From an optimization exercise on the open Yosys and OpenROAD flow, aimed at a short achievable clock period and few clock cycles; shortcuts taken in it are not production practice. Where RTL was checked, it was by simulation tests only, not by an equivalence proof against the original. No functional check of the RTL was part of runs 1, 2 and 5. No activity file was given, so power comes from the tool's default toggle rates.

File: flow/config.mk
export PLATFORM = sky130hd
export DESIGN_NAME = mips8_cpu
export DESIGN_NICKNAME = mips8_cpu
export VERILOG_FILES = /design/flow/design.v
export SDC_FILE = /design/flow/constraint.sdc
export NUM_CORES = 4
export LEC_CHECK = 0
export CAP_MARGIN = 20
export CORE_MARGIN = 2
export CORE_UTILIZATION = 40
export PLACE_DENSITY = 0.6
export SETUP_SLACK_MARGIN = 2.8
export SLEW_MARGIN = 20
File: flow/constraint.sdc
create_clock -name core_clock -period 5.0 [get_ports {clk}]
set_input_delay 1.0000 -clock core_clock [delete_from_list [all_inputs] [get_ports {clk}]]
set_output_delay 1.0000 -clock core_clock [all_outputs]
set_load 0.01 [all_outputs]
File: flow/design.v
module mips8_cpu(clk, rst, prog_len, imem_addr, imem_rdata, dmem_addr, dmem_rdata,
                 wb_en, wb_addr, wb_data, done, result);
   input clk;
   input rst;
   input [7:0] prog_len;
   output [7:0] imem_addr;
   input [31:0] imem_rdata;
   output [7:0] dmem_addr;
   input [7:0] dmem_rdata;
   output wb_en;
   output [4:0] wb_addr;
   output [7:0] wb_data;
   output done;
   output [7:0] result;
   localparam NB = 8;
   integer i, ia, ib;
   reg [7:0] len_r;
   always @(posedge clk) len_r <= prog_len;
   reg [7:0] rf [1:31];
   reg [7:0] A;
   reg [7:0] An;    
   reg       halted;
   reg       jrchk;
   reg [7:0] pcI;
   reg       vI;
   reg       predI;    
   reg [NB-1:0] idxI;
   reg       vD;
   reg [4:0] rsD, rtD, destD;
   reg [7:0] rsloD, rtloD;
   reg [63:0] csD, ctD;
   reg [7:0] immD, pcD, pc1D, tgtD;
   reg       adduD, sltD, jrD, beqD, bneD, jalD, lwD, addiuD, wenD, useRsD, useRtD;
   reg       pc1_geD;
   reg       sEs, sMs, sWs, sOs, sRs, sEt, sMt, sWt, sOt, sRt;
   reg       hzE, hzM;
   reg       predD;    
   reg       btbD;     
   reg [NB-1:0] idxD;
   reg       vE;
   reg [7:0] opA, opB, pcE, tgtE, next_eqE, next_neE;
   reg       redir_eqE, redir_neE, halt_eqE, halt_neE, tk_eqE, tk_neE;
   reg       sltE, jrE, brE, lwE, wenE;
   reg [4:0] destE;
   reg       predE;
   reg       btbE;
   reg [NB-1:0] idxE;
   reg       mV, mLoad;
   reg [4:0] mDest;
   reg [7:0] mRes;
   reg [7:0] dA;
   reg       wV, wLoad;
   reg [4:0] wDest;
   reg [7:0] wRes;
   reg       oV;
   reg [4:0] oDest;
   reg [7:0] oData;
   reg       done_r;
   reg [4:0] wbA;    
   reg [7:0] wbD;
   reg [7:0] res_r;    
   reg       bv [0:NB-1];
   reg [7:0] btag [0:NB-1];
   reg [7:0] btgt [0:NB-1];
   reg [2:0] brr;
   reg       uAlloc, uInval;
   reg [7:0] uPc, uTgt;
   reg [NB-1:0] uIdx;
   wire [7:0] sum = opA + opB;
   wire       lt  = $signed(opA) < $signed(opB);
   wire [7:0] resE = sltE ? {7'b0, lt} : sum;
   wire       eq  = (opA == opB);
   wire       redirE = vE & (eq ? redir_eqE : redir_neE);
   wire       haltE  = vE & (eq ? halt_eqE : halt_neE);
   wire       takenE = eq ? tk_eqE : tk_neE;
   wire [7:0] wdata = wLoad ? dmem_rdata : wRes;
   wire skipM = mV & ~mLoad & ~wV;
   wire skipE = vE & wenE & ~lwE & ~mV & ~wV;
   function [7:0] rdrf;
      input [7:0] oh;
      input [63:0] c;
      integer k;
      begin
         rdrf = 8'd0;
         for (k = 0; k < 8; k = k + 1)
            rdrf = rdrf | (oh[k] ? c[8*k +: 8] : 8'd0);
      end
   endfunction
   function [63:0] cands;
      input [1:0] g;
      integer k;
      reg [4:0] r;
      begin
         for (k = 0; k < 8; k = k + 1) begin
            r = {g, k[2:0]};
            if (oV & (oDest == r))
               cands[8*k +: 8] = oData;
            else if (r == 5'd0)
               cands[8*k +: 8] = 8'd0;
            else
               cands[8*k +: 8] = rf[r];
         end
      end
   endfunction
   function [63:0] snoop;
      input [1:0] g;
      input [63:0] c;
      integer k;
      begin
         for (k = 0; k < 8; k = k + 1)
            snoop[8*k +: 8] = (oV & (oDest == {g, k[2:0]})) ? oData : c[8*k +: 8];
      end
   endfunction
   wire [7:0] rsv = ({8{sEs}} & resE) | ({8{sMs}} & mRes) | ({8{sWs}} & wdata)
                  | ({8{sOs}} & oData) | ({8{sRs}} & rdrf(rsloD, csD));
   wire [7:0] rtv = ({8{sEt}} & resE) | ({8{sMt}} & mRes) | ({8{sWt}} & wdata)
                  | ({8{sOt}} & oData) | ({8{sRt}} & rdrf(rtloD, ctD));
   wire stallD = vD & (hzE | hzM);
   wire replayD = stallD & vI;
   wire tgt_geD = (tgtD >= len_r);
   wire tk_eqD = jalD | beqD;
   wire tk_neD = jalD | bneD;
   wire redir_eqD = jrD | (tk_eqD ? (~predD | tgt_geD) : (predD | pc1_geD));
   wire redir_neD = jrD | (tk_neD ? (~predD | tgt_geD) : (predD | pc1_geD));
   wire halt_eqD = ~jrD & (tk_eqD ? tgt_geD : pc1_geD);
   wire halt_neD = ~jrD & (tk_neD ? tgt_geD : pc1_geD);
   wire [31:0] ins = imem_rdata;
   wire [5:0] opI = ins[31:26];
   wire [5:0] fnI = ins[5:0];
   wire rformI = (opI == 6'b000000);
   wire adduI  = rformI & (fnI == 6'b100001);
   wire sltI   = rformI & (fnI == 6'b101010);
   wire jrI    = rformI & (fnI == 6'b001000);
   wire beqI   = (opI == 6'b000100);
   wire bneI   = (opI == 6'b000101);
   wire jalI   = (opI == 6'b000011);
   wire lwI    = (opI == 6'b010111);
   wire addiuI = (opI == 6'b001001);
   wire [4:0] rsI = ins[25:21];
   wire [4:0] rtI = ins[20:16];
   wire [4:0] destI = (adduI | sltI) ? ins[15:11] : (jalI ? 5'd31 : rtI);
   wire wenI = ((adduI | sltI) & (ins[15:11] != 5'd0)) | jalI | ((lwI | addiuI) & (rtI != 5'd0));
   wire [7:0] pc1I = pcI + 8'd1;
   wire [7:0] tgtI = jalI ? ins[7:0] : (pcI + ins[7:0]);
   wire useRsI = 1'b1;
   wire useRtI = ~opI[5] & ~opI[4] & ~opI[3] & ~opI[1];
   wire mDs = vD & wenD & (destD == rsI);
   wire mEs = vE & wenE & (destE == rsI);
   wire mMs = mV & (mDest == rsI);
   wire mWs = wV & (wDest == rsI);
   wire mDt = vD & wenD & (destD == rtI);
   wire mEt = vE & wenE & (destE == rtI);
   wire mMt = mV & (mDest == rtI);
   wire mWt = wV & (wDest == rtI);
   wire fEs = mDs;
   wire fMs = ~mDs & mEs & ~skipE;
   wire fWs = ~mDs & ~mEs & mMs & ~skipM;
   wire fOs = ~mDs & ((mEs & skipE) | (~mEs & mMs & skipM) | (~mEs & ~mMs & mWs));
   wire fEt = mDt;
   wire fMt = ~mDt & mEt & ~skipE;
   wire fWt = ~mDt & ~mEt & mMt & ~skipM;
   wire fOt = ~mDt & ((mEt & skipE) | (~mEt & mMt & skipM) | (~mEt & ~mMt & mWt));
   wire hzEI = vD & wenD & lwD & ((useRsI & (destD == rsI)) | (useRtI & (destD == rtI)));
   wire hzMI = vE & wenE & lwE & ((useRsI & (destE == rsI)) | (useRtI & (destE == rtI)));
   reg [7:0] rsloI, rtloI;
   always @(*) begin
      for (ia = 0; ia < 8; ia = ia + 1) begin
         rsloI[ia] = (rsI[2:0] == ia);
         rtloI[ia] = (rtI[2:0] == ia);
      end
   end
   wire [7:0] Ai = ~An;
   wire [7:0] Aseq = Ai + 8'd1;
   reg [NB-1:0] ohN;
   reg [7:0] btN;
   always @(*) begin
      btN  = 8'd0;
      for (ib = 0; ib < NB; ib = ib + 1) begin
         ohN[ib] = bv[ib] && (btag[ib] == Ai);
         btN  = btN | (ohN[ib] ? btgt[ib] : 8'd0);
      end
   end
   reg       hitS, seqS;
   reg [NB-1:0] idxF;
   reg [7:0] btF;
   wire      hitF = hitS & seqS;
   wire haltF = jrchk;    
   localparam SP = 1;
   wire spOp = (opI == 6'b000011) | ((opI[5:1] == 5'b00010) & ins[7]);
   wire spI = (SP != 0) & vI & ~predI & ~stallD & spOp;
   wire [7:0] Abase = replayD ? pcI : (hitF ? btF : Aseq);
   wire       spSel = spI & ~replayD;
   wire [7:0] Apred = spSel ? tgtI : Abase;
   wire [7:0] Ceq = jrE ? opA : next_eqE;
   wire [7:0] Cne = jrE ? opA : next_neE;
   wire       rEqA = vE & redir_eqE;
   wire       rNeA = vE & redir_neE;
   wire       rA = eq ? rEqA : rNeA;
   wire [7:0] Cr = eq ? Ceq : Cne;
   wire [7:0] Anext = rA ? Cr : Apred;
   always @(posedge clk) begin
      A <= Anext;
      An <= ~Anext;
      pcI <= Ai;
      predI <= hitF;
      idxI <= idxF;
      hitS <= |ohN;
      idxF <= ohN;
      btF <= btN;
      if (~stallD) begin
         rsD <= rsI;
         rtD <= rtI;
         destD <= destI;
         rsloD <= rsloI;
         rtloD <= rtloI;
         csD <= cands(rsI[4:3]);
         ctD <= cands(rtI[4:3]);
         immD <= ins[7:0];
         pcD <= pcI;
         pc1D <= pc1I;
         tgtD <= tgtI;
         pc1_geD <= (pc1I >= len_r);
         adduD <= adduI;
         sltD <= sltI;
         jrD <= jrI;
         beqD <= beqI;
         bneD <= bneI;
         jalD <= jalI;
         lwD <= lwI;
         addiuD <= addiuI;
         wenD <= wenI;
         predD <= predI | spI;
         btbD <= predI;
         idxD <= idxI;
         useRsD <= useRsI;
         useRtD <= useRtI;
         sEs <= fEs;
         sMs <= fMs;
         sWs <= fWs;
         sOs <= fOs;
         sRs <= ~fEs & ~fMs & ~fWs & ~fOs;
         sEt <= fEt;
         sMt <= fMt;
         sWt <= fWt;
         sOt <= fOt;
         sRt <= ~fEt & ~fMt & ~fWt & ~fOt;
         hzE <= hzEI;
         hzM <= hzMI;
      end else begin
         sEs <= 1'b0; sMs <= sEs & ~skipE; sWs <= sMs & ~skipM;
         sOs <= (sEs & skipE) | (sMs & skipM) | sWs; sRs <= sRs | sOs;
         sEt <= 1'b0; sMt <= sEt & ~skipE; sWt <= sMt & ~skipM;
         sOt <= (sEt & skipE) | (sMt & skipM) | sWt; sRt <= sRt | sOt;
         hzE <= 1'b0;
         hzM <= hzE;
         csD <= snoop(rsD[4:3], csD);
         ctD <= snoop(rtD[4:3], ctD);
      end
      opA <= jalD ? pc1D : rsv;
      opB <= (addiuD | lwD) ? immD : (jalD ? 8'd0 : rtv);
      pcE <= pcD;
      tgtE <= tgtD;
      next_eqE <= tk_eqD ? tgtD : pc1D;
      next_neE <= tk_neD ? tgtD : pc1D;
      redir_eqE <= redir_eqD;
      redir_neE <= redir_neD;
      halt_eqE <= halt_eqD;
      halt_neE <= halt_neD;
      tk_eqE <= tk_eqD;
      tk_neE <= tk_neD;
      sltE <= sltD;
      jrE <= jrD;
      brE <= beqD | bneD | jalD;
      lwE <= lwD;
      wenE <= wenD;
      destE <= destD;
      predE <= predD;
      btbE <= btbD;
      idxE <= idxD;
      mLoad <= lwE;
      mDest <= destE;
      mRes <= resE;
      dA <= sum;
      wLoad <= mLoad;
      wDest <= mDest;
      wRes <= mRes;
      oDest <= wV ? wDest : (mV ? mDest : destE);
      oData <= wV ? wdata : (mV ? mRes : resE);
      wbA <= (wV | skipM | skipE) ? (wV ? wDest : (mV ? mDest : destE)) : 5'd0;
      wbD <= (wV | skipM | skipE) ? (wV ? wdata : (mV ? mRes : resE)) : 8'd0;
      uPc <= pcE;
      uTgt <= tgtE;
      uIdx <= idxE;
      if (uAlloc) begin
         btag[brr] <= uPc - 8'd1;
         btgt[brr] <= uTgt;
      end
      if (rst) begin
         halted <= 1'b0;
         jrchk <= 1'b0;
         vI <= 1'b0;
         vD <= 1'b0;
         vE <= 1'b0;
         mV <= 1'b0;
         wV <= 1'b0;
         oV <= 1'b0;
         done_r <= 1'b0;
         brr <= 3'd0;
         uAlloc <= 1'b0;
         uInval <= 1'b0;
         A <= 8'd0;
         An <= 8'hff;
         seqS <= 1'b0;
         for (i = 0; i < NB; i = i + 1) bv[i] <= 1'b0;
         for (i = 1; i < 32; i = i + 1) rf[i] <= 8'd0;
         res_r <= 8'd0;
      end else begin
         halted <= halted | haltE | haltF;
         seqS <= ~redirE & ~replayD & ~spI & ~hitF;
         jrchk <= vE & jrE & (opA >= len_r);
         vI <= ~halted & ~haltE & ~haltF & ~redirE & ~replayD & ~spI;
         if (redirE) vD <= 1'b0;
         else if (~stallD) vD <= vI;
         vE <= vD & ~stallD & ~redirE;
         mV <= vE & wenE & ~skipE;
         wV <= mV & ~skipM;
         oV <= wV | skipM | skipE;
         if (oV) rf[oDest] <= oData;
         res_r <= (oV & (oDest == 5'd2)) ? oData : rf[2];
         done_r <= (halted | haltE | haltF) & ~(vE & wenE) & ~mV & ~wV;
         uAlloc <= vE & brE & takenE & ~btbE;
         uInval <= vE & brE & ~takenE & btbE;
         if (uAlloc) begin
            bv[brr] <= 1'b1;
            brr <= brr + 3'd1;
         end else if (uInval) begin
            for (i = 0; i < NB; i = i + 1)
               if (uIdx[i]) bv[i] <= 1'b0;
         end
      end
   end
   assign imem_addr = A;
   assign dmem_addr = dA;
   assign wb_en = oV;
   assign wb_addr = wbA;
   assign wb_data = wbD;
   assign done = done_r;
   assign result = res_r;
endmodule
File: flow/run.sh
#!/bin/bash
# synth_recipe.tcl (not shown) runs the flow's synth.tcl, then flattens the netlist and writes it again
# the make line also repeats each setting of config.mk as NAME=value (left out here)
make -C /OpenROAD-flow-scripts/flow DESIGN_CONFIG=/design/flow/config.mk WORK_HOME=/design/flow/orfs CLKGATE_MAP_FILE= SYNTH_SCRIPT=/design/flow/synth_recipe.tcl finish
==> summary.md, run 1 <==
| Metric | Value |
|---|---|
| CP Launch Type | `primary input` |
| Syn_area_per_cell | `13.6 um^2` |
| Initial DRT Pass Iterations | `6` |
| Cells after DPL | `3826` |
| Crit path kind | `in2reg` |
| Sequential Power Share | `50.2%` |
| Hold slack | `311 ps` |
| Fin Setup TNS | `0 ps` |
| Clk_skew | `27.2 ps` |
| Average wire per standard cell | `26.8 um` |
| Critical path cell sequence | `buf_12 > ha_4 > fa_2 > a211oi_2 > o21bai_1 > and4_1 > or3_4 > a221oi_2 > nor3_1` |
| CTS sink count | `840` |
| Crit path DAT | `2940 ps` |
| GPL Wtd Cong | `0.910` |
| CP max stage cell | `or3_4` |
| Seq cells post-synth | `840` |
| Final hold viol count | `0` |
| CP peak stage delay | `420 ps` |
| Slew headroom | `23.8%` |
| Synth area leader | `edfxtp_1` |
| RSZ-0062 raised after global routing | `yes` |
| Post-synth cell types | `76` |
| Port Buffers | `85` |
| Clk root buf | `clkbuf_16` |
| Clk pwr share | `38.0%` |
| Core Footprint | `91400 um^2` |
| GRT Overall Usage | `22.6%` |
| Worst hold path type | `reg2reg` |
| Hold endpoint | `idxI[5]$_DFF_P_` |
| Row count | `111` |
| Clk slew on worst S/H paths | `60 ps` |
| Total power draw | `0.0168 W` |
| Hold Buf Count CTS | `0` |
| Post-synth net total | `2797` |
| Comb pwr share | `11.8%` |
| Status | `timing/DRC/antenna clean` |
| Crit share post-route | `48.7%` |
| Later-pin clock latency in the skew report | `650 ps` |
| Endpoint class of the critical path | `register` |
| Synth Flop Type | `edfxtp_1` |
| Final slew viol count | `0` |
| Clk buf depth | `3` |
| Initial antenna violation count | `1` |
| Post-synth EDFFs | `580` |
| DIE HEIGHT | `307 um` |
| TritonCTS clock tree | `yes` |
| Synthesized cell area | `36800 um^2` |
| Initial Util | `40.2%` |
| DRT Wirelength | `109 mm` |
| Pwr/cell area | `384 nW/um^2` |
| Layout cells sized above 1 | `29.7%` |
| Sequential-to-total area share from yosys stat | `61.5%` |
| Worst path top cell family by delay | `simple AND/OR/NAND/NOR gates` |
| CTS buffer count | `85` |
| R2r setup slk | `2640 ps` |
| P_int | `0.0124 W` |
| IO Pins | `89` |
| H-tree levels | `3` |
| Worst vdd ir | `0.221 mV` |
| Max cap viols | `0` |
| Routed Antenna Nets | `0` |
| Worst-path maximum fanout | `3` |
| Layout Nets | `2910` |
| Vias | `23300` |
| Routed vias/inst | `5.74` |
| Synth Instances | `2695` |
| Die X | `307 um` |
| Max frequency | `411 MHz` |
| GR Overflow Total | `0` |
| Hold path depth | `0` |
| Buf/Inv on CP | `1` |
| Worst R2R End | `A[6]$_SDFF_PP0_` |
| Sw frac | `26.4%` |
| Worst Reg-to-Reg Cells | `8` |
| Largest net degree at the start of global routing | `71` |
| Worst slew pin tran | `1140 ps` |
| Hold path start | `idxF[5]$_DFF_P_` |
| Final setup viols | `0` |
| Count leader, synth | `edfxtp_1` |
| Yosys Warn Count | `1` |
| P&R area growth vs syn | `19.3%` |
| Psw | `0.00445 W` |
| Async S/R FF share, synth | `0%` |
| Final Non-Filler Cells | `4063` |
| RR Startpoint | `pcI[0]$_DFF_P_` |
| Iter 0 DRT Violations | `2250` |
| Top-area cell type share of the netlist area | `47.4%` |
| Top post-synthesis cells by area | `edfxtp_1 (47%), dfxtp_1 (14%), mux4_2 (6.9%), mux2_2 (4.6%), and2_1 (4.5%)` |
| Drt drc | `0` |
| Die Area | `94400 um^2` |
| Post-DP HPWL | `70.7 mm` |
| Antenna diodes | `0` |
| Tmin final | `2430 ps` |
| Global-route wire length before repair | `157 mm` |
| Req. time, crit path | `5510 ps` |
| Top post-synthesis cells by count | `edfxtp_1 (580), and2_1 (262), dfxtp_1 (260)` |
| Vias in the first global route | `23500` |
| Leak | `16.1 nW` |
[worst max path at each step]
stage	startpoint	end	slack (ps)	cells after the start
4_1_cts	imem_rdata[0]	A[6]$_SDFF_PP0_	2650	9
6_report	imem_rdata[0]	A[6]$_SDFF_PP0_	2570	9
5_1_grt	imem_rdata[0]	An[6]$_SDFF_PP1_	2550	9
3_5_place_dp	imem_rdata[0]	A[6]$_SDFF_PP0_	1320	9
3_3_place_gp	imem_rdata[0]	A[6]$_SDFF_PP0_	1360	9
2_1_floorplan	imem_rdata[0]	A[6]$_SDFF_PP0_	2190	8
[power by group through the flow]
stage | registers, W | clock network [W] | logic [W]
finish | 0.00845 | 0.00640 | 0.00199
global route | 0.00848 | 0.00677 | 0.00210
CTS | 0.00843 | 0.00648 | 0.00186
detailed placement | 0.00856 | 0 | 0.00173
global placement | 0.00854 | 0 | 0.00171
floorplan | 0.00818 | 0 | 0.00117
[worst reg2reg max path: stages, from the launching register on]
cell,delay (ps)
dfxtp_4,380
ha_4,190
fa_2,370
a211oi_2,210
o21bai_1,130
and4_1,160
or3_4,420
a221oi_2,300
nor3_1,70
[logic make-up after synthesis]
group	count (synthesis)	share of synthesized area [%]
AO/OA/AOI/OAI	394	7.48
XOR/XNOR	143	3.41
adder cells (fa/ha/maj)	52	1.81
buffers and inverters	222	2.41
flip-flops	840	61.5
multiplexers	279	11.9
AND/OR/NAND/NOR	765	11.5
[flip-flops by register name (all words and copies together) (netlist names), 64 cells and up]
register  flops
btag         64
btgt         64
csD          64
ctD          64
rf          248
[placed cells by master (no fill, tap or decap), drive strengths merged, types with 15 or more instances in the layout]
cell,synthesis,layout
edfxtp,580,580
and2,262,262
dfxtp,260,260
mux2,149,149
buf,42,146
clkbuf,122,128
nor2,127,127
nand2,122,122
mux4,112,112
a22oi,99,99
xor2,93,93
o21ai,81,81
a21oi,69,69
inv,54,55
xnor2,50,50
ha,50,50
nand3,41,41
nor3,37,37
or2,34,34
nand4,32,32
clkinv,4,27
a211oi,23,23
clkdlybuf4s50,0,21
a221o,20,20
or3,19,19
mux2i,18,18
a221oi,17,17
nand2b,15,16
a21o,15,15
[per-layer routing]
layer,vias up,GRT usage [%],part of all wire [%]
met5,-,0,0.0073
met1,11900,30.9,42
met4,2,7.27,3.0
met3,178,4.72,7.9
li1,10300,-,-
met2,956,36.1,47
[metrics by stage]
step           util (%)  setup WS (ps)  instance area, um^2
4_1_cts            47.2           2650                43200
2_1_floorplan         -           2190                37600
5_1_grt            48.0           2550                43900
3_3_place_gp       42.9           1360                39200
6_report           48.0           2570                43900
3_5_place_dp       42.9           1320                39200
[area by class of cell]
cell class              instances  area, um^2
clock buffers                 122        2480
clock inverters                34         298
fillers                      7794       47500
inverters                      58         239
multi-input cells            1634       14800
flip-flops and latches        840       22700
well taps                    1186        1480
repair buffers                189        1830
[timing repair]
action	4_1_cts	5_1_grt
gates resized for setup	419	123
endpoints found under the hold margin	0	0
setup buffers	51	24
pin swaps	40	56
cloned	3	3
setup endpoints to repair	967	325
==> run 2, diff against run 1 <==
--- a/flow/config.mk
+++ b/flow/config.mk
@@ -9,5 +9,5 @@
 export CORE_MARGIN = 2
 export CORE_UTILIZATION = 40
 export PLACE_DENSITY = 0.6
-export SETUP_SLACK_MARGIN = 2.8
+export SETUP_SLACK_MARGIN = 3
 export SLEW_MARGIN = 20
==> run 2 against run 1 <==
Compared with the run above:
- count of clock-buffer cells in the layout up 3
- critical endpoint is now An[6]$_SDFF_PP1_
- sequential power is 1% lower
- via count up 2.7%
- first-iteration DRC count up 10%
- critical path type unchanged
==> summary.md, run 2 <==
| Metric | Value |
|---|---|
| Clk root buf | `clkbuf_16 (unchanged)` |
| Worst hold path type | `reg2reg (unchanged)` |
| Worst Reg-to-Reg Cells | `9 (was 8)` |
| Syn_area_per_cell | `13.6 um^2 (unchanged)` |
| Async S/R FF share, synth | `0% (unchanged)` |
| Sequential-to-total area share from yosys stat | `61.5% (unchanged)` |
| Critical path cell sequence | `buf_12 > ha_4 > fa_2 > a211oi_2 > o21bai_2 > buf_4 > nor4_2 > or3_4 > a221oi_4 > or3_1 (was buf_12 > ha_4 > fa_2 > a211oi_2 > o21bai_1 > and4_1 > or3_4 > a221oi_2 > nor3_1)` |
| Final hold viol count | `0 (unchanged)` |
| Final slew viol count | `0 (unchanged)` |
| Later-pin clock latency in the skew report | `650 ps (about the same)` |
| Crit path DAT | `2950 ps (was 2940 ps)` |
| Die X | `307 um (unchanged)` |
| Fin Setup TNS | `0 ps (unchanged)` |
| Total power draw | `0.0170 W (was 0.0168 W)` |
| Max frequency | `413 MHz (was 411 MHz)` |
| Largest Register | `rf (unchanged)` |
| H-tree levels | `3 (unchanged)` |
| GRT Overall Usage | `23.3% (was 22.6%)` |
| Layout cells sized above 1 | `35.8% (was 29.7%)` |
| Routed vias/inst | `5.75 (was 5.74)` |
| RSZ-0062 raised after global routing | `yes (unchanged)` |
| Global-route wire length before repair | `162 mm (was 157 mm)` |
| Seq cells post-synth | `840 (unchanged)` |
| Synthesized cell area | `36800 um^2 (unchanged)` |
| Crit share post-route | `48.5% (was 48.7%)` |
| Average wire per standard cell | `26.8 um (about the same)` |
| GR Overflow Total | `0 (unchanged)` |
| Synth Instances | `2695 (unchanged)` |
| Initial antenna violation count | `5 (was 1)` |
| IO Pins | `89 (unchanged)` |
| Core Footprint | `91400 um^2 (unchanged)` |
| CTS sink count | `840 (unchanged)` |
| Post-synth EDFFs | `580 (unchanged)` |
| CP Launch Type | `primary input (unchanged)` |
| Max cap viols | `0 (unchanged)` |
| Clk buf depth | `3 (unchanged)` |
| Hold path depth | `0 (unchanged)` |
| Layout Nets | `3015 (was 2910)` |
| Leak | `17.0 nW (was 16.1 nW)` |
| Top-area cell type share of the netlist area | `47.4% (unchanged)` |
| Worst slew pin tran | `1170 ps (was 1140 ps)` |
| Port Buffers | `85 (unchanged)` |
| Vias in the first global route | `24100 (was 23500)` |
| Mux share of post-synthesis cell area | `11.9% (unchanged)` |
| Slew headroom | `22.0% (was 23.8%)` |
| Row count | `111 (unchanged)` |
| Vias | `24000 (was 23300)` |
| Clk slew on worst S/H paths | `60 ps (about the same)` |
| Simple-Gate Fraction of Synth Area | `11.5% (unchanged)` |
| DIE HEIGHT | `307 um (unchanged)` |
| Top post-synthesis cells by count | `edfxtp_1 (580), and2_1 (262), dfxtp_1 (260) (unchanged)` |
| Routed Antenna Nets | `0 (unchanged)` |
| Status | `timing/DRC/antenna clean (unchanged)` |
| Synth area leader | `edfxtp_1 (unchanged)` |
| Pwr/cell area | `370 nW/um^2 (was 384 nW/um^2)` |
| Max reg flops | `248 (unchanged)` |
| Iter 0 DRT Violations | `2475 (was 2250)` |
| Post-synth net total | `2797 (unchanged)` |
| Worst-path maximum fanout | `2 (was 3)` |
| Synth Area in Adders | `1.81% (unchanged)` |
| Worst vdd ir | `0.292 mV (was 0.221 mV)` |
| Largest family of logic cells by synthesized area | `multiplexers (unchanged)` |
| CTS buffer count | `86 (was 85)` |
| Hold Buf Count CTS | `0 (unchanged)` |
| Endpoint class of the critical path | `register (unchanged)` |
| Crit path kind | `in2reg (unchanged)` |
| Largest net degree at the start of global routing | `54 (was 71)` |
| CP max stage cell | `fa_2 (was or3_4)` |
| DRT Wirelength | `112 mm (was 109 mm)` |
| Die Area | `94400 um^2 (unchanged)` |
| Final setup viols | `0 (unchanged)` |
| Req. time, crit path | `5530 ps (was 5510 ps)` |
| TritonCTS clock tree | `yes (unchanged)` |
| Top post-synthesis cells by area | `edfxtp_1 (47%), dfxtp_1 (14%), mux4_2 (6.9%), mux2_2 (4.6%), and2_1 (4.5%) (unchanged)` |
| Synth Flop Type | `edfxtp_1 (unchanged)` |
| Post-DP HPWL | `70.9 mm (was 70.7 mm)` |
| Clk_skew | `29.2 ps (was 27.2 ps)` |
| Compound-Gate Fraction of Synth Area | `7.48% (unchanged)` |
| Most common cell after layout, fill and taps aside | `edfxtp_1 (unchanged)` |
| Tmin final | `2420 ps (was 2430 ps)` |
| Drt drc | `0 (unchanged)` |
| Yosys Warn Count | `1 (unchanged)` |
| Commonest cells after routing, fill and taps aside | `edfxtp_1 (580), and2_1 (259), dfxtp_1 (185), buf_4 (141) (was edfxtp_1 (580), and2_1 (260), dfxtp_1 (207), nand2_1 (120), mux4_2 (112))` |
| Initial DRT Pass Iterations | `6 (unchanged)` |
| P&R area growth vs syn | `24.8% (was 19.3%)` |
| Synth Area in XOR/XNOR | `3.41% (unchanged)` |
| Initial Util | `40.2% (unchanged)` |
| CP peak stage delay | `360 ps (was 420 ps)` |
| GPL Wtd Cong | `0.956 (was 0.910)` |
| Count leader, synth | `edfxtp_1 (unchanged)` |
| Post-synth cell types | `76 (unchanged)` |
## run 2: cell counts after synthesis
No cell type changed its count.
## run 2: critical path: cells and delay by family
| family | cells | cell delay [ps] |
|---|---|---|
| fa+ha+maj | 2 | 520 |
| compound gates | 3 | 420 |
| buf+inv | 2 | 250 |
| simple gates | 3 | 760 |
## run 2: cell type report
| cell class | count | area, um^2 |
|---|---|---|
| Tap cell | 1186 | 1480 |
| Inverter | 58 | 245 |
| Multi-Input combinational cell | 1634 | 15600 |
| Clock buffer | 125 | 2500 |
| Clock inverter | 32 | 221 |
| Sequential cell | 840 | 22800 |
| Timing Repair Buffer | 293 | 3130 |
| Antenna cell | 1 | 2.50 |
| Fill cell | 7625 | 45500 |
## run 2: layer usage
| metal | global-route usage [%] | wire [um] | up-vias |
|---|---|---|---|
| met3 | 3.88 | 8250 | 167 |
| met2 | 37.3 | 52900 | 986 |
| li1 | - | - | 10500 |
| met5 | 0 | 13 | - |
| met4 | 7.54 | 2980 | 2 |
| met1 | 32.3 | 47600 | 12300 |
## run 2: what timing repair did
action	4_1_cts	5_1_grt
gates resized for setup	581	158
endpoints found under the setup margin	994	456
pin swaps	90	89
gates cloned	9	3
buffers inserted	110	63
## run 2: path summary, 6_finish.rpt
kind / from / endpoint / slack [ps]
worst min register to register: idxE[6]$_DFF_P_ / uIdx[6]$_DFF_P_ / 330
worst min-delay path: idxE[6]$_DFF_P_ / uIdx[6]$_DFF_P_ / 330
worst max-delay path: imem_rdata[0] / An[6]$_SDFF_PP1_ / 2580
worst max register to register: pcI[0]$_DFF_P_ / An[6]$_SDFF_PP1_ / 2630
## run 2: report_power, final
part | internal, W | switching [W] | total, W
sequential | 0.00788 | 0.000461 | 0.00834
combinational | 0.000972 | 0.00141 | 0.00238
clock | 0.00354 | 0.00271 | 0.00625
total | 0.0124 | 0.00458 | 0.0170
## run 2: cells by family after synthesis
| kind of cell | count (synthesis) |
|---|---|
| buffers and inverters | 222 |
| AO/OA/AOI/OAI | 394 |
| XOR/XNOR | 143 |
| multiplexers | 279 |
| AND/OR/NAND/NOR | 765 |
| flip-flops | 840 |
| adder cells (fa/ha/maj) | 52 |
## run 2: metrics by stage
stage	hold slack, ps	utilization [%]	cell area [um^2]	instances	setup WS [ps]
after global routing	331	50.2	45900	4168	2550
final	326	50.2	45900	4169	2580
after detailed placement	312	43.2	39500	3826	1310
after floorplan	310	-	37900	2695	2190
after global placement	310	43.2	39500	3826	1330
after CTS	328	48.8	44600	4102	2680
==> run 3, diff against run 2 <==
--- a/flow/design.v
+++ b/flow/design.v
@@ -185,7 +185,7 @@
    reg [7:0] btF;
    wire      hitF = hitS & seqS;
    wire haltF = jrchk;    
-   localparam SP = 1;
+   localparam SP = 0;
    wire spOp = (opI == 6'b000011) | ((opI[5:1] == 5'b00010) & ins[7]);
    wire spI = (SP != 0) & vI & ~predI & ~stallD & spOp;
    wire [7:0] Abase = replayD ? pcI : (hitF ? btF : Aseq);
==> run 3 against run 2 <==
Compared with the run above:
- sequential share of layout area rose by 0.20 points
- final cell count fell by 0.14%
- setup slack improved by 220 ps
- critical path depth did not move
- critical path type is now reg2reg
- global-route usage fell by 1.0 points
- total power rose by 0.97%
- area after synthesis barely moved
- hold slack got worse by 20 ps
- via count fell by 0.53%
- sequential power fell by 2%
- die area barely moved
==> summary.md, run 3 <==
| Metric | Value |
|---|---|
| Post-synth EDFFs | `579 (was 580)` |
| Layout cells sized above 1 | `34.7% (was 35.8%)` |
| Initial DRT Pass Iterations | `9 (was 6)` |
| P&R area growth vs syn | `24.2% (was 24.8%)` |
| Tmin final | `2210 ps (was 2420 ps)` |
| Vias in the first global route | `23500 (was 24100)` |
| Global-route wire length before repair | `156 mm (was 162 mm)` |
| Top-area cell type share of the netlist area | `47.2% (was 47.4%)` |
| Top post-synthesis cells by area | `edfxtp_1 (47%), dfxtp_1 (14%), mux4_2 (6.9%), and2_1 (4.5%), mux2_2 (4.4%) (was edfxtp_1 (47%), dfxtp_1 (14%), mux4_2 (6.9%), mux2_2 (4.6%), and2_1 (4.5%))` |
| Die Area | `94400 um^2 (about the same)` |
| Average wire per standard cell | `26.1 um (was 26.8 um)` |
| Fin Setup TNS | `0 ps (unchanged)` |
| Top post-synthesis cells by count | `edfxtp_1 (579), and2_1 (262), dfxtp_1 (260) (was edfxtp_1 (580), and2_1 (262), dfxtp_1 (260))` |
| Psw | `0.00457 W (was 0.00458 W)` |
| Slew headroom | `41.3% (was 22.0%)` |
| Final setup viols | `0 (unchanged)` |
| Async S/R FF share, synth | `0% (unchanged)` |
| Synth Instances | `2675 (was 2695)` |
| Most common cell after layout, fill and taps aside | `edfxtp_1 (unchanged)` |
| Status | `timing/DRC/antenna clean (unchanged)` |
| DRT Wirelength | `109 mm (was 112 mm)` |
| Sw frac | `26.7% (was 27.0%)` |
| Comb pwr share | `13.8% (was 14.0%)` |
| Buf/Inv on CP | `3 (was 2)` |
| Largest Register | `rf (unchanged)` |
| Metal3 WL | `8.13 mm (was 8.25 mm)` |
| Synth Flop Type | `edfxtp_1 (unchanged)` |
| P_int | `0.0126 W (was 0.0124 W)` |
| Req. time, crit path | `5520 ps (was 5530 ps)` |
| Met2 Wirelength | `50.7 mm (was 52.9 mm)` |
| Max frequency | `453 MHz (was 413 MHz)` |
| Initial antenna violation count | `1 (was 5)` |
| CTS sink count | `839 (was 840)` |
| Yosys Warn Count | `1 (unchanged)` |
| DIE HEIGHT | `307 um (about the same)` |
| Post-synth net total | `2777 (was 2797)` |
| GPL Wtd Cong | `0.901 (was 0.956)` |
| Max cap viols | `0 (unchanged)` |
| Synth area leader | `edfxtp_1 (unchanged)` |
| RR Startpoint | `opB[5]$_DFF_P_ (was pcI[0]$_DFF_P_)` |
| Die X | `307 um (about the same)` |
| Sequential-to-total area share from yosys stat | `61.4% (was 61.5%)` |
| DRT met1 WL | `46.3 mm (was 47.6 mm)` |
| Worst-path maximum fanout | `7 (was 2)` |
| Vias | `23800 (was 24000)` |
| CP startpoint | `opB[5]$_DFF_P_ (was imem_rdata[0])` |
| Max reg flops | `248 (unchanged)` |
| Commonest cells after routing, fill and taps aside | `edfxtp_1 (579), and2_1 (260), dfxtp_1 (188), buf_4 (169), nand2_1 (116) (was edfxtp_1 (580), and2_1 (259), dfxtp_1 (185), buf_4 (141))` |
| Hold Buf Count CTS | `0 (unchanged)` |
| Top Metal Used | `met4 (was met5)` |
| Hold path start | `idxF[4]$_DFF_P_ (was idxE[6]$_DFF_P_)` |
| IO Pins | `89 (unchanged)` |
| Iter 0 DRT Violations | `2559 (was 2475)` |
| Clk_skew | `35.7 ps (was 29.2 ps)` |
| Worst vdd ir | `0.233 mV (was 0.292 mV)` |
| Port Buffers | `85 (unchanged)` |
| Endpoint class of the critical path | `register (unchanged)` |
| Antenna diodes | `0 (was 1)` |
| Worst hold path type | `reg2reg (unchanged)` |
| Clk pwr share | `38.6% (was 36.8%)` |
| Row count | `111 (unchanged)` |
| Clk buf depth | `3 (unchanged)` |
| CP peak stage delay | `340 ps (was 360 ps)` |
| Count leader, synth | `edfxtp_1 (unchanged)` |
| Worst path top cell family by delay | `simple AND/OR/NAND/NOR gates (unchanged)` |
| Routed Antenna Nets | `0 (unchanged)` |
| Core Util, Final | `50.0% (was 50.2%)` |
| Drt drc | `0 (unchanged)` |
| CTS buffer count | `89 (was 86)` |
| GR Overflow Total | `0 (unchanged)` |
| Synthesized cell area | `36800 um^2 (about the same)` |
| Seq cells post-synth | `839 (was 840)` |
| Post-synth cell types | `84 (was 76)` |
| Largest net degree at the start of global routing | `56 (was 54)` |
| Core Footprint | `91400 um^2 (unchanged)` |
| Later-pin clock latency in the skew report | `640 ps (was 650 ps)` |
| Initial Util | `40.3% (was 40.2%)` |
| Sequential Power Share | `47.6% (was 49.2%)` |
| Crit share post-route | `44.1% (was 48.5%)` |
| Most frequent cell on the critical path | `mux2i_4` |
| Routed vias/inst | `5.73 (was 5.75)` |
| CP max stage cell | `dfxtp_2 (was fa_2)` |
| Layout Nets | `3004 (was 3015)` |
| TritonCTS clock tree | `yes (unchanged)` |
| H-tree levels | `3 (unchanged)` |
| GRT Overall Usage | `22.2% (was 23.3%)` |
| Pwr/cell area | `375 nW/um^2 (was 370 nW/um^2)` |
| Clk slew on worst S/H paths | `60 ps (about the same)` |
| Post-DP HPWL | `69.1 mm (was 70.9 mm)` |
| Crit path DAT | `2720 ps (was 2950 ps)` |
| Worst slew pin tran | `873 ps (was 1170 ps)` |
| CP Launch Type | `register (was primary input)` |
| Leak | `16.9 nW (was 17.0 nW)` |
| Crit path kind | `reg2reg (was in2reg)` |
| RSZ-0062 raised after global routing | `yes (unchanged)` |
| Final hold viol count | `0 (unchanged)` |
| Syn_area_per_cell | `13.8 um^2 (was 13.6 um^2)` |
| Filler instances | `7649 (was 7625)` |
| Critical path cell sequence | `inv_2 > ha_4 > nand4_1 > nor2_2 > buf_6 > mux2i_4 > nor2b_4 > buf_12 > mux2i_4 > or2_1 (was buf_12 > ha_4 > fa_2 > a211oi_2 > o21bai_2 > buf_4 > nor4_2 > or3_4 > a221oi_4 > or3_1)` |
| Clk root buf | `clkbuf_16 (unchanged)` |
| Final slew viol count | `0 (unchanged)` |
## run 3: cell types whose count changed after synthesis, moves of 9 or more
cell,delta
clkbuf_1,-9
buf_4,+11
a211oi_1,-13
nor2_1,-12
o21ai_0,+13
a21oi_1,-9
## run 3: cells by family (layout without fill, tap and decap cells)
family / count (synthesis) / in the layout / synth area share [%]
AND/OR/NAND/NOR: 744 / 745 / 11.3
flip-flops: 839 / 839 / 61.4
AO/OA/AOI/OAI: 393 / 396 / 7.65
buffers and inverters: 224 / 522 / 2.56
XOR/XNOR: 142 / 142 / 3.38
adder cells (fa/ha/maj): 52 / 52 / 1.81
multiplexers: 281 / 281 / 11.9
## run 3: layer usage
metal  track usage [%]  vias up
li1                  -    10500
met4              6.86        0
met3              3.52      199
met2              35.4     1021
met5                 0        -
met1              31.2    12100
## run 3: path summary, 6_finish.rpt
check                                         to  slack, ps  cells after the start
worst max register to register  An[0]$_SDFF_PP1_       2790                     10
worst min-delay path             idxI[4]$_DFF_P_        310                      0
worst min register to register   idxI[4]$_DFF_P_        310                      0
worst max-delay path            An[0]$_SDFF_PP1_       2790                     10
## run 3: area by class of cell
| cell class | count | area (um^2) | area share, % |
|---|---|---|---|
| Sequential cell | 839 | 22800 | 49.8 |
| Timing Repair Buffer | 299 | 2960 | 6.47 |
| Tap cell | 1186 | 1480 | 3.25 |
| Inverter | 57 | 241 | 0.528 |
| Multi-Input combinational cell | 1616 | 15300 | 33.5 |
| Clock inverter | 44 | 343 | 0.750 |
| Clock buffer | 122 | 2590 | 5.68 |
## run 3: metrics by stage
stage / area [um^2] / cells / setup slack [ps] / hold WS, ps / total power, W
2_1_floorplan: 37700 / 2675 / 2350 / 310 / 0.00926
3_3_place_gp: 39200 / 3806 / 1700 / 311 / 0.0101
3_5_place_dp: 39200 / 3806 / 1590 / 312 / 0.0102
4_1_cts: 44000 / 4057 / 2780 / 315 / 0.0170
5_1_grt: 45700 / 4163 / 2730 / 324 / 0.0176
6_report: 45700 / 4163 / 2790 / 306 / 0.0171
## run 3: power groups by stage
stage | sequential [W] | combinational (W) | clock [W]
after floorplan | 0.00813 | 0.00113 | 0
after global placement | 0.00827 | 0.00185 | 0
after detailed placement | 0.00828 | 0.00188 | 0
after CTS | 0.00815 | 0.00213 | 0.00669
after global routing | 0.00818 | 0.00249 | 0.00696
final | 0.00816 | 0.00236 | 0.00661
## run 3: repair_timing
| action | 4_1_cts | 5_1_grt |
|---|---|---|
| pin swaps | 77 | 102 |
| endpoints found under the setup margin | 975 | 513 |
| gates cloned | 3 | 9 |
| setup buffers | 82 | 97 |
| resized for setup | 537 | 171 |
## run 3: worst reg2reg max path, stage by stage (launching register included)
cell and delay, ps:
dfxtp_2 340, inv_2 50, ha_4 270, nand4_1 140, nor2_2 140, buf_6 150
mux2i_4 290, nor2b_4 130, buf_12 150, mux2i_4 180, or2_1 250
Testbench counts of run 3, summed over its fixed seeds: cycles 29,145.
==> run 4, diff against run 3 <==
--- a/flow/config.mk
+++ b/flow/config.mk
@@ -9,5 +9,5 @@
 export CORE_MARGIN = 2
 export CORE_UTILIZATION = 40
 export PLACE_DENSITY = 0.6
-export SETUP_SLACK_MARGIN = 3
+export SETUP_SLACK_MARGIN = 3.3
 export SLEW_MARGIN = 20
==> run 4 against run 3 <==
Compared with the run above:
- largest power group unchanged
- highest routed layer is now met5
- die area stayed put
- utilization is 4.7 points higher
- critical path type unchanged
- critical endpoint is now opB[6]$_DFF_P_
- via count increased by 6.2%
- setup slack worse by 50 ps
- final cell count is 4.6% higher
- flip-flop and latch count did not move
==> summary.md, run 4 <==
| Metric | Value |
|---|---|
| Die Area | `94400 um^2 (unchanged)` |
| Most common cell after layout, fill and taps aside | `edfxtp_1 (unchanged)` |
| Post-synth cell types | `84 (unchanged)` |
| Clk_skew | `57.1 ps (was 35.7 ps)` |
| Endpoint class of the critical path | `register (unchanged)` |
| Layout cells sized above 1 | `46.8% (was 34.7%)` |
| Top-area cell type share of the netlist area | `47.2% (unchanged)` |
| GR Overflow Total | `0 (unchanged)` |
| Synth Instances | `2675 (unchanged)` |
| Critical path cell sequence | `inv_2 > ha_4 > buf_4 > buf_8 > or3b_1 > a2111o_1 > o211ai_4 > buf_12 > nand2_1 > nand3_1 > a22o_1 (was inv_2 > ha_4 > nand4_1 > nor2_2 > buf_6 > mux2i_4 > nor2b_4 > buf_12 > mux2i_4 > or2_1)` |
| Top post-synthesis cells by area | `edfxtp_1 (47%), dfxtp_1 (14%), mux4_2 (6.9%), and2_1 (4.5%), mux2_2 (4.4%) (unchanged)` |
| Global-route wire length before repair | `171 mm (was 156 mm)` |
| Post-synth net total | `2777 (unchanged)` |
| Initial DRT Pass Iterations | `8 (was 9)` |
| Filler instances | `7148 (was 7649)` |
| CTS buffer count | `88 (was 89)` |
| Reg area | `22800 um^2 (about the same)` |
| Initial Util | `40.3% (unchanged)` |
| Routed Antenna Nets | `0 (unchanged)` |
| Fin Setup TNS | `0 ps (unchanged)` |
| Clk root buf | `clkbuf_16 (unchanged)` |
| CP max stage cell | `or3b_1 (was dfxtp_2)` |
| IO Pins | `89 (unchanged)` |
| Vias | `25300 (was 23800)` |
| Seq cells post-synth | `839 (unchanged)` |
| Hold slack | `295 ps (was 306 ps)` |
| Yosys Warn Count | `1 (unchanged)` |
| Async S/R FF share, synth | `0% (unchanged)` |
| Post-DP HPWL | `70.1 mm (was 69.1 mm)` |
| Row count | `111 (unchanged)` |
| Initial antenna violation count | `2 (was 1)` |
| Worst hold path type | `reg2reg (unchanged)` |
| Port Buffers | `85 (unchanged)` |
| Crit path kind | `reg2reg (unchanged)` |
| Req. time, crit path | `5590 ps (was 5520 ps)` |
| Post-synth EDFFs | `579 (unchanged)` |
| Min setup slack post-route | `2750 ps (was 2790 ps)` |
| H-tree levels | `3 (unchanged)` |
| TritonCTS clock tree | `yes (unchanged)` |
| Final setup viols | `0 (unchanged)` |
| Core Footprint | `91400 um^2 (unchanged)` |
| DIE HEIGHT | `307 um (unchanged)` |
| Final slew viol count | `0 (unchanged)` |
| Vias in the first global route | `25500 (was 23500)` |
| Die X | `307 um (unchanged)` |
| Crit path DAT | `2840 ps (was 2720 ps)` |
| Layout Nets | `3194 (was 3004)` |
| Worst vdd ir | `0.300 mV (was 0.233 mV)` |
| Later-pin clock latency in the skew report | `670 ps (was 640 ps)` |
| Crit share post-route | `45.1% (was 44.1%)` |
| CTS sink count | `839 (unchanged)` |
| Synth area leader | `edfxtp_1 (unchanged)` |
| Commonest cells after routing, fill and taps aside | `edfxtp_1 (579), dfxtp_1 (183), buf_4 (176), buf_6 (159), and2_1 (156) (was edfxtp_1 (579), and2_1 (260), dfxtp_1 (188), buf_4 (169), nand2_1 (116))` |
| Status | `timing/DRC/antenna clean (unchanged)` |
| Clk slew on worst S/H paths | `60 ps (about the same)` |
| Largest Register | `rf (unchanged)` |
| Average wire per standard cell | `27.3 um (was 26.1 um)` |
| Multi-input gate area | `16700 um^2 (was 15300 um^2)` |
| Worst Reg-to-Reg Cells | `11 (was 10)` |
| Max frequency | `444 MHz (was 453 MHz)` |
| Tmin final | `2250 ps (was 2210 ps)` |
| Worst slew pin tran | `864 ps (was 873 ps)` |
| Iter 0 DRT Violations | `2945 (was 2559)` |
| Clk buf depth | `3 (unchanged)` |
| DRT Wirelength | `119 mm (was 109 mm)` |
| CP Launch Type | `register (unchanged)` |
| Max cap viols | `0 (unchanged)` |
| Slew headroom | `42.4% (was 41.3%)` |
| Final hold viol count | `0 (unchanged)` |
| Leak | `18.9 nW (was 16.9 nW)` |
| GPL Wtd Cong | `0.941 (was 0.901)` |
| Pwr/cell area | `355 nW/um^2 (was 375 nW/um^2)` |
| CP peak stage delay | `390 ps (was 340 ps)` |
| Syn_area_per_cell | `13.8 um^2 (unchanged)` |
| Fin area | `50000 um^2 (was 45700 um^2)` |
| RSZ-0062 raised after global routing | `yes (unchanged)` |
| GRT Overall Usage | `24.6% (was 22.2%)` |
| Synthesized cell area | `36800 um^2 (unchanged)` |
| Drt drc | `0 (unchanged)` |
| Max reg flops | `248 (unchanged)` |
| P&R area growth vs syn | `35.8% (was 24.2%)` |
| Post-Place Setup Slack | `1660 ps (was 1590 ps)` |
| Hold path depth | `0 (unchanged)` |
| Routed vias/inst | `5.82 (was 5.73)` |
| Placed cell area | `39700 um^2 (was 39200 um^2)` |
| Top post-synthesis cells by count | `edfxtp_1 (579), and2_1 (262), dfxtp_1 (260) (unchanged)` |
| Count leader, synth | `edfxtp_1 (unchanged)` |
| Worst-path maximum fanout | `10 (was 7)` |
| Sequential-to-total area share from yosys stat | `61.4% (unchanged)` |
| Synth Flop Type | `edfxtp_1 (unchanged)` |
| Largest net degree at the start of global routing | `61 (was 56)` |
-- run 4: layer usage --
metal / up-vias / global-route usage (%) / wire, um
met1: 12900 / 32.5 / 47100
met3: 309 / 5.20 / 10700
met4: 2 / 9.77 / 5030
li1: 10900 / - / -
met5: - / 0 / 11
met2: 1280 / 39.8 / 56000
-- run 4: logic make-up after synthesis --
| kind of cell | count (synthesis) | synth area share (%) |
|---|---|---|
| XOR/XNOR | 142 | 3.38 |
| adder cells (fa/ha/maj) | 52 | 1.81 |
| flip-flops | 839 | 61.4 |
| buffers and inverters | 224 | 2.56 |
| AND/OR/NAND/NOR | 744 | 11.3 |
| AO/OA/AOI/OAI | 393 | 7.65 |
| multiplexers | 281 | 11.9 |
-- run 4: final cells by class --
class	count	area share, %
sequential	839	45.6
multi-input combinational	1621	33.4
timing repair buffer	485	11.4
clock buffer	121	5.16
tap	1186	2.97
clock inverter	44	0.991
inverter	57	0.506
antenna	1	0.00501
-- run 4: critical path, delay by kind of cell (launching register included) --
family                   cells  cell delay (ps)
AND/OR/NAND/NOR              3              540
buffers and inverters        4              450
flip-flops                   1              340
adder cells (fa/ha/maj)      1              240
AO/OA/AOI/OAI                3              630
-- run 4: final timing paths --
| check | to | slack, ps | start |
|---|---|---|---|
| setup / recovery | opB[6]$_DFF_P_ | 2750 | opB[5]$_DFF_P_ |
| hold / removal | uIdx[4]$_DFF_P_ | 290 | idxE[4]$_DFF_P_ |
| setup reg to reg | opB[6]$_DFF_P_ | 2750 | opB[5]$_DFF_P_ |
| hold reg to reg | uIdx[4]$_DFF_P_ | 290 | idxE[4]$_DFF_P_ |
-- run 4: power by group --
group / internal [W] / total (W) / switching [W]
clock: 0.00396 / 0.00683 / 0.00287
combinational: 0.00110 / 0.00269 / 0.00159
sequential: 0.00784 / 0.00825 / 0.000414
total: 0.0129 / 0.0178 / 0.00487
-- run 4: stage by stage --
stage               power (W)  utilization (%)  std cells
floorplan             0.00934                -       2675
global placement       0.0103             43.4       3808
detailed placement     0.0103             43.4       3808
CTS                    0.0175             52.7       4276
global route           0.0183             54.7       4353
finish                 0.0178             54.7       4354
-- run 4: repair_timing --
action / in CTS / in global routing
endpoints found under the setup margin: 1077 / 996
hold endpoints to repair: 0 / 0
hold buffers: 0 / 0
buffers inserted: 275 / 75
gates cloned: 28 / 2
pin swaps: 269 / 183
gates resized for setup: 854 / 288
==> run 5, diff against run 4 <==
--- a/flow/design.v
+++ b/flow/design.v
@@ -141,7 +141,10 @@
    wire [4:0] destI = (adduI | sltI) ? ins[15:11] : (jalI ? 5'd31 : rtI);
    wire wenI = ((adduI | sltI) & (ins[15:11] != 5'd0)) | jalI | ((lwI | addiuI) & (rtI != 5'd0));
    wire [7:0] pc1I = pcI + 8'd1;
-   wire [7:0] tgtI = jalI ? ins[7:0] : (pcI + ins[7:0]);
+   wire [4:0] tLo  = {1'b0, pcI[3:0]} + {1'b0, ins[3:0]};
+   wire [3:0] tHi0 = pcI[7:4] + ins[7:4];
+   wire [3:0] tHi1 = pcI[7:4] + ins[7:4] + 4'd1;
+   wire [7:0] tgtI = jalI ? ins[7:0] : {tLo[4] ? tHi1 : tHi0, tLo[3:0]};
    wire useRsI = 1'b1;
    wire useRtI = ~opI[5] & ~opI[4] & ~opI[3] & ~opI[1];
    wire mDs = vD & wenD & (destD == rsI);
@@ -185,7 +188,7 @@
    reg [7:0] btF;
    wire      hitF = hitS & seqS;
    wire haltF = jrchk;    
-   localparam SP = 0;
+   localparam SP = 1;
    wire spOp = (opI == 6'b000011) | ((opI[5:1] == 5'b00010) & ins[7]);
    wire spI = (SP != 0) & vI & ~predI & ~stallD & spOp;
    wire [7:0] Abase = replayD ? pcI : (hitF ? btF : Aseq);
--- a/flow/config.mk
+++ b/flow/config.mk
@@ -9,5 +9,5 @@
 export CORE_MARGIN = 2
 export CORE_UTILIZATION = 40
 export PLACE_DENSITY = 0.6
-export SETUP_SLACK_MARGIN = 3.3
+export SETUP_SLACK_MARGIN = 3
 export SLEW_MARGIN = 20
==> run 5 against run 4 <==
Compared with the run above:
- highest routed layer unchanged
- total power fell by 1.1%
- die area increased by 0.15%
- via count is 5.3% lower
- global-route usage down 1.9 points
- clock power hardly changed
- count of clock-buffer cells in the layout fell by 4
- largest power group unchanged
- flip-flop and latch count up 1
==> summary.md, run 5 <==
| Metric | Value |
|---|---|
| Async S/R FF share, synth | `0% (unchanged)` |
| Layout Nets | `3020 (was 3194)` |
| Post-synth cell types | `81 (was 84)` |
| Synth Flop Type | `edfxtp_1 (unchanged)` |
| Commonest cells after routing, fill and taps aside | `edfxtp_1 (580), and2_1 (258), dfxtp_1 (187), buf_4 (162), mux4_2 (112) (was edfxtp_1 (579), dfxtp_1 (183), buf_4 (176), buf_6 (159), and2_1 (156))` |
| Pwr/cell area | `379 nW/um^2 (was 355 nW/um^2)` |
| Crit path DAT | `2910 ps (was 2840 ps)` |
| IO Pins | `89 (unchanged)` |
| Most common cell after layout, fill and taps aside | `edfxtp_1 (unchanged)` |
| Initial Util | `40.3% (about the same)` |
| CTS sink count | `840 (was 839)` |
| P_int | `0.0129 W (about the same)` |
| Top post-synthesis cells by count | `edfxtp_1 (580), and2_1 (260), dfxtp_1 (260) (was edfxtp_1 (579), and2_1 (262), dfxtp_1 (260))` |
| Synth area leader | `edfxtp_1 (unchanged)` |
| Endpoint class of the critical path | `register (unchanged)` |
| Synth Instances | `2686 (was 2675)` |
| Max reg flops | `248 (unchanged)` |
| Req. time, crit path | `5540 ps (was 5590 ps)` |
| Post-synth net total | `2790 (was 2777)` |
| Routed vias/inst | `5.74 (was 5.82)` |
| Sequential-to-total area share from yosys stat | `61.4% (about the same)` |
| Row count | `111 (unchanged)` |
| GRT Overall Usage | `22.7% (was 24.6%)` |
| Die Area | `94600 um^2 (was 94400 um^2)` |
| Iter 0 DRT Violations | `2507 (was 2945)` |
| Core Util, Final | `50.6% (was 54.7%)` |
| Max cap viols | `0 (unchanged)` |
| Crit path kind | `in2reg (was reg2reg)` |
| RSZ-0062 raised after global routing | `yes (unchanged)` |
| Drt drc | `0 (unchanged)` |
| R2r setup slk | `2680 ps (was 2750 ps)` |
| Max frequency | `421 MHz (was 444 MHz)` |
| Synthesized cell area | `36900 um^2 (was 36800 um^2)` |
| CP Launch Type | `primary input (was register)` |
| Initial DRT Pass Iterations | `6 (was 8)` |
| Final hold viol count | `0 (unchanged)` |
| Vias in the first global route | `23900 (was 25500)` |
| Global-route wire length before repair | `158 mm (was 171 mm)` |
| Seq cells post-synth | `840 (was 839)` |
| Placed cell area | `39600 um^2 (was 39700 um^2)` |
| GPL Wtd Cong | `0.959 (was 0.941)` |
| Comb pwr share | `14.2% (was 15.1%)` |
| Count leader, synth | `edfxtp_1 (unchanged)` |
| Syn_area_per_cell | `13.7 um^2 (was 13.8 um^2)` |
| Clk root buf | `clkbuf_16 (unchanged)` |
| Leak | `17.1 nW (was 18.9 nW)` |
| Sw frac | `26.6% (was 27.4%)` |
| Psw | `0.00467 W (was 0.00487 W)` |
| Largest Register | `rf (unchanged)` |
| Core Footprint | `91500 um^2 (was 91400 um^2)` |
| Crit share post-route | `47.5% (was 45.1%)` |
| Hold slack | `289 ps (was 295 ps)` |
| Later-pin clock latency in the skew report | `660 ps (was 670 ps)` |
| Hold Buf Count CTS | `0 (unchanged)` |
| Clk_skew | `43.4 ps (was 57.1 ps)` |
| Worst hold path type | `reg2reg (unchanged)` |
| CP max stage cell | `fa_2 (was or3b_1)` |
| Status | `timing/DRC/antenna clean (unchanged)` |
| Worst slew pin tran | `912 ps (was 864 ps)` |
| CTS buffer count | `86 (was 88)` |
| Largest net degree at the start of global routing | `72 (was 61)` |
| Fin Setup TNS | `0 ps (unchanged)` |
| Worst-path maximum fanout | `2 (was 10)` |
| Vias | `24000 (was 25300)` |
| H-tree levels | `3 (unchanged)` |
| Clk buf depth | `3 (unchanged)` |
| Critical path cell sequence | `buf_12 > ha_4 > inv_2 > fa_2 > inv_2 > ha_4 > a21boi_1 > xor2_1 > o21ai_2 > mux2i_2 > a211o_1 (was inv_2 > ha_4 > buf_4 > buf_8 > or3b_1 > a2111o_1 > o211ai_4 > buf_12 > nand2_1 > nand3_1 > a22o_1)` |
| Clk pwr share | `38.9% (was 38.5%)` |
| Top post-synthesis cells by area | `edfxtp_1 (47%), dfxtp_1 (14%), mux4_2 (6.8%), and2_1 (4.4%), mux2_2 (4.4%) (was edfxtp_1 (47%), dfxtp_1 (14%), mux4_2 (6.9%), and2_1 (4.5%), mux2_2 (4.4%))` |
| Tmin final | `2370 ps (was 2250 ps)` |
| P&R area growth vs syn | `25.8% (was 35.8%)` |
| Final setup viols | `0 (unchanged)` |
| Die X | `308 um (was 307 um)` |
| Sequential Power Share | `47.0% (was 46.4%)` |
| Port Buffers | `85 (unchanged)` |
| Slew headroom | `39.1% (was 42.4%)` |
| Post-DP HPWL | `71.3 mm (was 70.1 mm)` |
| Average wire per standard cell | `26.3 um (was 27.3 um)` |
| Clk slew on worst S/H paths | `60 ps (about the same)` |
| TritonCTS clock tree | `yes (unchanged)` |
| DRT Wirelength | `110 mm (was 119 mm)` |
| Initial antenna violation count | `7 (was 2)` |
| Post-synth EDFFs | `580 (was 579)` |
| GR Overflow Total | `0 (unchanged)` |
| Fin area | `46300 um^2 (was 50000 um^2)` |
| Top-area cell type share of the netlist area | `47.3% (was 47.2%)` |
| Yosys Warn Count | `1 (unchanged)` |
| CP peak stage delay | `570 ps (was 390 ps)` |
| Worst vdd ir | `0.289 mV (was 0.300 mV)` |
| DIE HEIGHT | `308 um (was 307 um)` |
| Final slew viol count | `0 (unchanged)` |
| Layout cells sized above 1 | `36.7% (was 46.8%)` |
| Routed Antenna Nets | `0 (unchanged)` |
==> run 5: kinds of logic after synthesis <==
group / after synthesis / synth area share (%)
AOI/OAI and AO/OA: 404 / 7.74
xor gates and xnor gates: 138 / 3.28
adders and majority gates: 54 / 1.89
buffers and inverters: 225 / 2.42
DFF: 840 / 61.4
muxes: 286 / 12.1
and+or+nand+nor: 739 / 11.2
==> run 5: per-stage QoR <==
stage / std cells / setup WS, ps / power, W
floorplan: 2686 / 2260 / 0.00935
global placement: 3821 / 1280 / 0.0103
detailed placement: 3822 / 1240 / 0.0103
CTS: 4095 / 2680 / 0.0173
global route: 4174 / 2600 / 0.0181
finish: 4175 / 2630 / 0.0176
==> run 5: worst max-delay path, delay by kind of cell <==
family	cells	cell delay [ps]
fa+ha+maj	3	850
mux	1	110
compound gates	3	610
xor+xnor	1	150
buf+inv	3	180
==> run 5: final timing paths <==
path / from / end / cells after the start
worst min register to register: idxE[5]$_DFF_P_ / uIdx[5]$_DFF_P_ / 0
worst max register to register: pcI[5]$_DFF_P_ / An[6]$_SDFF_PP1_ / 9
worst max-delay path: imem_rdata[4] / An[6]$_SDFF_PP1_ / 11
worst min-delay path: idxE[5]$_DFF_P_ / uIdx[5]$_DFF_P_ / 0
==> run 5: repair_timing <==
action | 4_1_cts | 5_1_grt
cloned | 5 | 4
resized for setup | 573 | 188
pin swaps | 86 | 86
setup buffers | 108 | 75
endpoints found under the setup margin | 1010 | 596
hold endpoints to repair | 0 | 0
==> run 5: metal layers <==
layer	share of wire, %	global-route usage, %	vias to the layer above
met1	41	30.1	12200
li1	-	-	10500
met4	3.5	7.96	4
met2	48	36.9	994
met5	0.018	0	-
met3	7.8	4.90	250
==> run 5: area by class of cell <==
cell class / count / area, um^2
inverter: 59 / 243
clock inverter: 43 / 462
timing repair buffer: 306 / 3150
tap: 1186 / 1480
sequential: 840 / 22800
clock buffer: 117 / 2580
multi-input combinational: 1623 / 15700
fill: 7553 / 45200
antenna: 1 / 2.50
==> run 5: power by group through the flow <==
stage	logic [W]	clock network, W	registers, W
2_1_floorplan	0.00117	0	0.00818
3_3_place_gp	0.00190	0	0.00836
3_5_place_dp	0.00193	0	0.00837
4_1_cts	0.00221	0.00690	0.00823
5_1_grt	0.00261	0.00719	0.00827
6_report	0.00249	0.00683	0.00825

-- port drivers added, routing unchanged --
Ports are ideal in the flow. The routed layouts listed here were re-timed in OpenROAD.
Step 1 assumes that a clkbuf_16 drives the clock port and a buf_2 every other input.
Step 2 adds t to the input delays and takes it off the output delays; t is the mean of the earliest and latest rising clock arrival at the registers after step 1. Input paths then give back, and output paths get back, about the clock's delay inside the block.
a / b / c = ideal / step 1 / step 2; a / b = the first two.
run | t, ns | setup WS [ns] | hold WS [ns] | worst setup path after step 2 | worst slew at a driven data input, ns
run 1 | 0.703 | 2.567 / 2.588 / 1.885 | 0.311 / 0.311 / 0.311 | input to register | 0.06
run 2 | 0.699 | 2.577 / 2.590 / 1.891 | 0.326 / 0.326 / 0.326 | input to register | 0.19
run 3 | 0.700 | 2.795 / 2.784 / 2.226 | 0.306 / 0.306 / 0.306 | input to register | 0.18
run 4 | 0.705 | 2.745 / 2.692 / 2.175 | 0.295 / 0.295 / 0.295 | input to register | 0.08
run 5 | 0.701 | 2.625 / 2.623 / 1.922 | 0.289 / 0.289 / 0.289 | input to register | 0.28
After both steps every run listed still meets setup and hold. The setup slack of run 5, which loses most, moves by -0.002 ns with the drivers and by -0.703 ns with both steps.
